Context: an optimization exercise on an open-source flow, tuned for small area and a short achievable clock period. The choices shown serve that exercise and are no tape-out recipe. The RTL was checked by simulation tests, not by an equivalence proof against the original design. Power and IR drop assume default switching activity.

==> violet: inputs <==
## mac
module mac(
  input clk,
  input rst,
  input signed [7:0] in_a,
  input signed [7:0] in_b,
  output logic signed [15:0] out);
==> flow/config.mk <==
export PLATFORM = sky130hd
export DESIGN_NAME = mac
export DESIGN_NICKNAME = mac
export VERILOG_FILES = /design/flow/design.v
export SDC_FILE = /design/flow/constraint.sdc
export NUM_CORES = 4
export LEC_CHECK = 0
export CAP_MARGIN = 20
export CORE_MARGIN = 2
export CORE_UTILIZATION = 40
export SETUP_SLACK_MARGIN = 1.4
export SLEW_MARGIN = 20
export TNS_END_PERCENT = 30
==> flow/constraint.sdc <==
create_clock -name core_clock -period 4.2 [get_ports {clk}]
set_input_delay 0.8400 -clock core_clock [delete_from_list [all_inputs] [get_ports {clk}]]
set_output_delay 0.8400 -clock core_clock [all_outputs]
set_load 0.01 [all_outputs]
standard.sh (not shown) runs the stock make flow with config.mk's settings and CLKGATE_MAP_FILE= SYNTH_SCRIPT=/design/flow/synth_recipe.tcl, a recipe that flattens the netlist after the stock synthesis.
==> flow/flow/run.sh <==
#!/bin/bash
# The standard layout flow (standard.sh), with these make variables:
# - SYNTH_ARGS=-noabc: Yosys's synth skips its early abc -fast, so the full
#   adders written out in the RTL reach extract_fa without added inverters
#   (the final abc mapping still runs).
# - SYNTH_OPERATIONS_ARGS=-nofsm: replaces the default Kogge-Stone extra map
#   for $lcu with nothing (-nofsm is already set), so + uses Yosys's own
#   Brent-Kung carry network, which is smaller.
# - BUFFER_PORTS_ARGS: the port buffers are buf_1 cells (repair still upsizes
#   them where timing needs it).
set -e
export FLOW_SIZER_TCL="$PWD/flow/sizer.tcl"
export FLOW_PINS_TCL="$PWD/flow/pins.tcl"
export POST_GLOBAL_ROUTE_TCL="$PWD/flow/post_grt.tcl"
bash standard.sh SYNTH_ARGS=-noabc SYNTH_OPERATIONS_ARGS=-nofsm "BUFFER_PORTS_ARGS=-buffer_cell sky130_fd_sc_hd__buf_1" "CTS_ARGS=-sink_clustering_enable -repair_clock_nets -dont_use_dummy_load" finish > standard.log 2>&1
==> flow/flow/pins.tcl <==
proc sz_setpins {inst pins nets} {
  foreach p $pins n $nets {
    set it [$inst findITerm $p]
    $it disconnect
  }
  foreach p $pins n $nets {
    set it [$inst findITerm $p]
    $it connect $n
  }
  estimate_parasitics $::sz_est
}
proc sz_perms {l} {
  if {[llength $l] <= 1} { return [list $l] }
  set out {}
  foreach x $l {
    set rest [lsearch -all -inline -not -exact $l $x]
    foreach p [sz_perms $rest] { lappend out [concat [list $x] $p] }
  }
  return $out
}
proc sz_pin_run {period passes est} {
  set ::sz_period $period
  set ::sz_est $est
  set ::sz_hold_floor 0.1e-9
  set ::sz_slew0 [expr {min(0.2, [sta::max_slew_check_slack_limit])}]
  set ::sz_cap0 [expr {min(0.2, [sta::max_capacitance_check_slack_limit])}]
  set block [ord::get_db_block]
  puts "pins: start [sz_cost]"
  for {set p 0} {$p < $passes} {incr p} {
    set changed 0
    foreach inst [$block getInsts] {
      set m [[$inst getMaster] getName]
      if {[string match "sky130_fd_sc_hd__fa_*" $m]} {
        set pins {A B CIN}
      } elseif {[string match "sky130_fd_sc_hd__ha_*" $m]} {
        set pins {A B}
      } else continue
      set nets {}
      foreach pn $pins { lappend nets [[$inst findITerm $pn] getNet] }
      if {[lsearch $nets "NULL"] >= 0} continue
      set best [lindex [sz_cost] 0]; set bestn $nets
      foreach perm [lrange [sz_perms $nets] 1 end] {
        sz_setpins $inst $pins $perm
        set c [sz_cost]
        if {[lindex $c 0] < $best * (1 - 1e-5) && [sz_ok]} { set best [lindex $c 0]; set bestn $perm }
      }
      sz_setpins $inst $pins $bestn
      if {$bestn ne $nets} { incr changed }
    }
    puts "pins: pass $p changed $changed [sz_cost]"
    if {$changed == 0} break
  }
}
==> flow/flow/post_grt.tcl <==
source $::env(FLOW_SIZER_TCL)
source $::env(FLOW_PINS_TCL)
set period [expr {$::env(FLOW_PERIOD_NS) * 1e-9}]
log_cmd global_route -start_incremental
sz_pin_run $period 3 -global_routing
sz_run $period 4 -global_routing
sz_pin_run $period 2 -global_routing
log_cmd detailed_placement
log_cmd global_route -end_incremental
check_placement -verbose
log_cmd estimate_parasitics -global_routing
report_worst_slack -max
report_worst_slack -min
report_design_area
write_guides $::env(RESULTS_DIR)/route.guide
==> flow/flow/sizer.tcl <==
proc sz_swap {iname m} {
  replace_cell $iname $m
  estimate_parasitics $::sz_est
}
proc sz_cost {} {
  set a [rsz::design_area]
  set w [sta::worst_slack_cmd max]
  return [list [expr {$a * ($::sz_period - $w)}] $a $w]
}
proc sz_ok {} {
  if {[sta::worst_slack_cmd min] < $::sz_hold_floor} { return 0 }
  if {[sta::max_slew_check_slack_limit] < $::sz_slew0} { return 0 }
  if {[sta::max_capacitance_check_slack_limit] < $::sz_cap0} { return 0 }
  return 1
}
proc sz_run {period passes est} {
  set ::sz_period $period
  set ::sz_est $est
  set ::sz_hold_floor 0.1e-9
  # keep max slew and max capacitance at least 20% inside their limits (as
  # ORFS's SLEW_MARGIN and CAP_MARGIN do), or no worse than at the start
  set ::sz_slew0 [expr {min(0.2, [sta::max_slew_check_slack_limit])}]
  set ::sz_cap0 [expr {min(0.2, [sta::max_capacitance_check_slack_limit])}]
  set block [ord::get_db_block]
  set db [ord::get_db]
  # families: master name without the trailing _N drive suffix
  array set fam {}
  foreach lib [$db getLibs] {
    foreach m [$lib getMasters] {
      set n [$m getName]
      if {[regexp {^(sky130_fd_sc_hd__[a-z0-9]+)_([0-9]+)$} $n -> base d]} {
        if {[llength [get_lib_cells -quiet */$n]] == 0} continue
        if {[get_property [get_lib_cells */$n] dont_use]} continue
        lappend fam($base) $n
      }
    }
  }
  set c0 [sz_cost]
  
  for {set p 0} {$p < $passes} {incr p} {
    set changed 0
    foreach inst [$block getInsts] {
      set iname [$inst getName]
      set mname [[$inst getMaster] getName]
      if {[string match "clkbuf_*" $iname] || [string match "clkload*" $iname]} continue
      if {![regexp {^(sky130_fd_sc_hd__[a-z0-9]+)_([0-9]+)$} $mname -> base d]} continue
      if {![info exists fam($base)]} continue
      if {[string match "*tap*" $base] || [string match "*fill*" $base] || [string match "*decap*" $base]} continue
      set best [lindex [sz_cost] 0]
      set bestm $mname
      foreach alt $fam($base) {
        if {$alt eq $mname} continue
        sz_swap $iname $alt
        set c [sz_cost]
        if {[lindex $c 0] < $best * (1 - 1e-5) && [sz_ok]} {
          set best [lindex $c 0]; set bestm $alt
        }
        sz_swap $iname $mname
      }
      if {$bestm ne $mname} { sz_swap $iname $bestm; incr changed }
    }
    set c [sz_cost]
    
    if {$changed == 0} break
  }
}
==> yarrow (differences from violet) <==
--- a/flow/flow/run.sh
+++ b/flow/flow/run.sh
@@ -10,6 +10,5 @@
 #   them where timing needs it).
 set -e
 export FLOW_SIZER_TCL="$PWD/flow/sizer.tcl"
-export FLOW_PINS_TCL="$PWD/flow/pins.tcl"
 export POST_GLOBAL_ROUTE_TCL="$PWD/flow/post_grt.tcl"
 bash standard.sh SYNTH_ARGS=-noabc SYNTH_OPERATIONS_ARGS=-nofsm "BUFFER_PORTS_ARGS=-buffer_cell sky130_fd_sc_hd__buf_1" "CTS_ARGS=-sink_clustering_enable -repair_clock_nets -dont_use_dummy_load" finish > standard.log 2>&1
==> flow/flow/post_grt.tcl (replaced) <==
# Runs at the end of ORFS's global route step (POST_GLOBAL_ROUTE_TCL hook):
# resize cells with the greedy sizer in sizer.tcl, then legalize, update the
# global routing and parasitics, and write the route guides again, as ORFS
# does after its own timing repair in this step.
source $::env(FLOW_SIZER_TCL)
sz_run [expr {$::env(FLOW_PERIOD_NS) * 1e-9}] 6
log_cmd global_route -start_incremental
log_cmd detailed_placement
log_cmd global_route -end_incremental
check_placement -verbose
log_cmd estimate_parasitics -global_routing
report_worst_slack -max
report_worst_slack -min
report_design_area
write_guides $::env(RESULTS_DIR)/route.guide
--- a/flow/flow/sizer.tcl
+++ b/flow/flow/sizer.tcl
@@ -1,7 +1,3 @@
-proc sz_swap {iname m} {
-  replace_cell $iname $m
-  estimate_parasitics $::sz_est
-}
 proc sz_cost {} {
   set a [rsz::design_area]
   set w [sta::worst_slack_cmd max]
@@ -13,9 +9,8 @@
   if {[sta::max_capacitance_check_slack_limit] < $::sz_cap0} { return 0 }
   return 1
 }
-proc sz_run {period passes est} {
+proc sz_run {period passes} {
   set ::sz_period $period
-  set ::sz_est $est
   set ::sz_hold_floor 0.1e-9
   # keep max slew and max capacitance at least 20% inside their limits (as
   # ORFS's SLEW_MARGIN and CAP_MARGIN do), or no worse than at the start
@@ -50,14 +45,14 @@
       set bestm $mname
       foreach alt $fam($base) {
         if {$alt eq $mname} continue
-        sz_swap $iname $alt
+        replace_cell $iname $alt
         set c [sz_cost]
         if {[lindex $c 0] < $best * (1 - 1e-5) && [sz_ok]} {
           set best [lindex $c 0]; set bestm $alt
         }
-        sz_swap $iname $mname
+        replace_cell $iname $mname
       }
-      if {$bestm ne $mname} { sz_swap $iname $bestm; incr changed }
+      if {$bestm ne $mname} { replace_cell $iname $bestm; incr changed }
     }
     set c [sz_cost]
     
--- a/flow/config.mk
+++ b/flow/config.mk
@@ -10,4 +10,3 @@
 export CORE_UTILIZATION = 40
 export SETUP_SLACK_MARGIN = 1.4
 export SLEW_MARGIN = 20
-export TNS_END_PERCENT = 30
removed: flow/flow/pins.tcl
==> nickel (differences from violet) <==
==> flow/flow/run.sh (replaced) <==
#!/bin/bash
# Standard layout flow with two changes: Yosys's synth runs with -noabc, so
# the full adders written in the RTL reach extract_fa without the inverters
# abc -fast would add, CTS adds no dummy loads, and the port buffers are plain buf_1 cells (repair
# still upsizes them where timing needs it). Each tool's output is logged.
set -e
bash standard.sh SYNTH_ARGS=-noabc "BUFFER_PORTS_ARGS=-buffer_cell sky130_fd_sc_hd__buf_1" "CTS_ARGS=-sink_clustering_enable -repair_clock_nets -dont_use_dummy_load" finish > standard.log 2>&1
--- a/flow/config.mk
+++ b/flow/config.mk
@@ -10,4 +10,3 @@
 export CORE_UTILIZATION = 40
 export SETUP_SLACK_MARGIN = 1.4
 export SLEW_MARGIN = 20
-export TNS_END_PERCENT = 30
removed: flow/flow/pins.tcl
removed: flow/flow/post_grt.tcl
removed: flow/flow/sizer.tcl
==> notes.md <==
Worst setup path
The worst setup path is launched from an input pin. Of all nets on the critical path, the largest fanout is 8. The logic depth of the worst setup path including buffers is 6.

Together, buffers and inverters on the worst path number 1.

Synthesis
Ranked by instance count, the synthesized netlist is headed by 67 x and2_1, 50 x fa_1, 42 x dfxtp_1, 22 x ha_1, 11 x a21oi_1.

Global routing
The first-pass GRT wire length is 10600 microns.

Cells and area
In the layout the commonest cells are 63 x and2_1, 42 x dfxtp_1, 36 x fa_1, 22 x ha_1, 18 x buf_1. The sequential fraction of total cell area is 24.2%. Compared with the post-synthesis result, the final layout area differs by 12.0%.

The clock tree cell share of total cell area is 1.98%.

Power
Per report_power, the clock group accounts for 10.9% of the total. The overall power after layout is 2.12 mW.

Outcome
The run finished with no timing, DRC or antenna violations.
[end of results for nickel]
==> notes.md <==
Outcome
The flow ran to the end and the layout has no timing, DRC or antenna violations.

Cells and area
Compared with the post-synthesis result, the final layout area differs by 14.0%. The sequential fraction of total cell area is 25.1%. The fraction of final cell area spent on clock buffers and inverters in this run is 2.05%.

Synthesis
Sorting the synthesized cells by how often they occur yields 73 x and2_1, 56 x fa_1, 42 x dfxtp_1, 21 x ha_1, 11 x nor2_1.

Worst setup path
The critical path startpoint category is an input pin. In this run the number of cells on the critical path is 6. The largest fanout on the critical path is 8.

Global routing
The first global-routing pass estimated 8560 microns of wire.
[end of results for violet]
==> notes.md <==
Cells and area
In the layout the commonest cells are 71 x and2_1, 50 x fa_1, 42 x dfxtp_1, 28 x buf_1, 21 x ha_1. The sequential fraction of total cell area is 25.8%. The multi-input combinational cell area is 2090 sq um. The signed area change from the synthesized netlist to the final layout is 10.9%. The fraction of final cell area spent on clock buffers and inverters in this run is 2.11%.

Power
The share of power burned in the clock network is 13.3%. The overall power after layout is 1.67 mW.

Worst setup path
The worst setup path is launched from a flip-flop. Together, buffers and inverters on the worst path number 0. In this run the worst path has a maximum fanout of 4.

Floorplan
The floorplan step defined a die boundary enclosing 8060 sq um.

Outcome
The flow ran to the end and the layout has no timing, DRC or antenna violations.

Clock tree
The hold buffer count at cts is 0.

Synthesis
Counting instances in the post-synthesis netlist gives the leading cell types as 73 x and2_1, 56 x fa_1, 42 x dfxtp_1, 21 x ha_1, 11 x nor2_1.
[end of results for yarrow]

[re-timing with driven ports]
In the flow no input, the clock included, has a driving cell. The finished layouts below were timed again as built, in two steps. Step 1: set_driving_cell puts a clkbuf_16 on clk and a buf_2 on each other input, an assumption about the parent block. Step 2 moves the port delays by t, midway between the first and last clock arrival at a register: inputs arrive t later, outputs are due t later. That takes back most of the time a late clock gives input paths. Three values: ideal, step 1, step 2; two values: the first two.
| run | t, ns | slack for setup (ns) | worst setup path at the end | slew at the worst register clock pin (ns) |
|---|---|---|---|---|
| violet | 0.309 | 1.440 / 1.447 / 1.138 | input to register | 0.08 / 0.08 |
| yarrow | 0.302 | 1.177 / 1.177 / 0.990 | input to register | 0.07 / 0.07 |
| nickel | 0.308 | 1.443 / 1.450 / 1.142 | input to register | 0.07 / 0.07 |
After both steps setup and hold are still met in every run listed. The setup slack of violet, which loses most, moves by +0.007 ns with the drivers and by -0.302 ns with both steps.
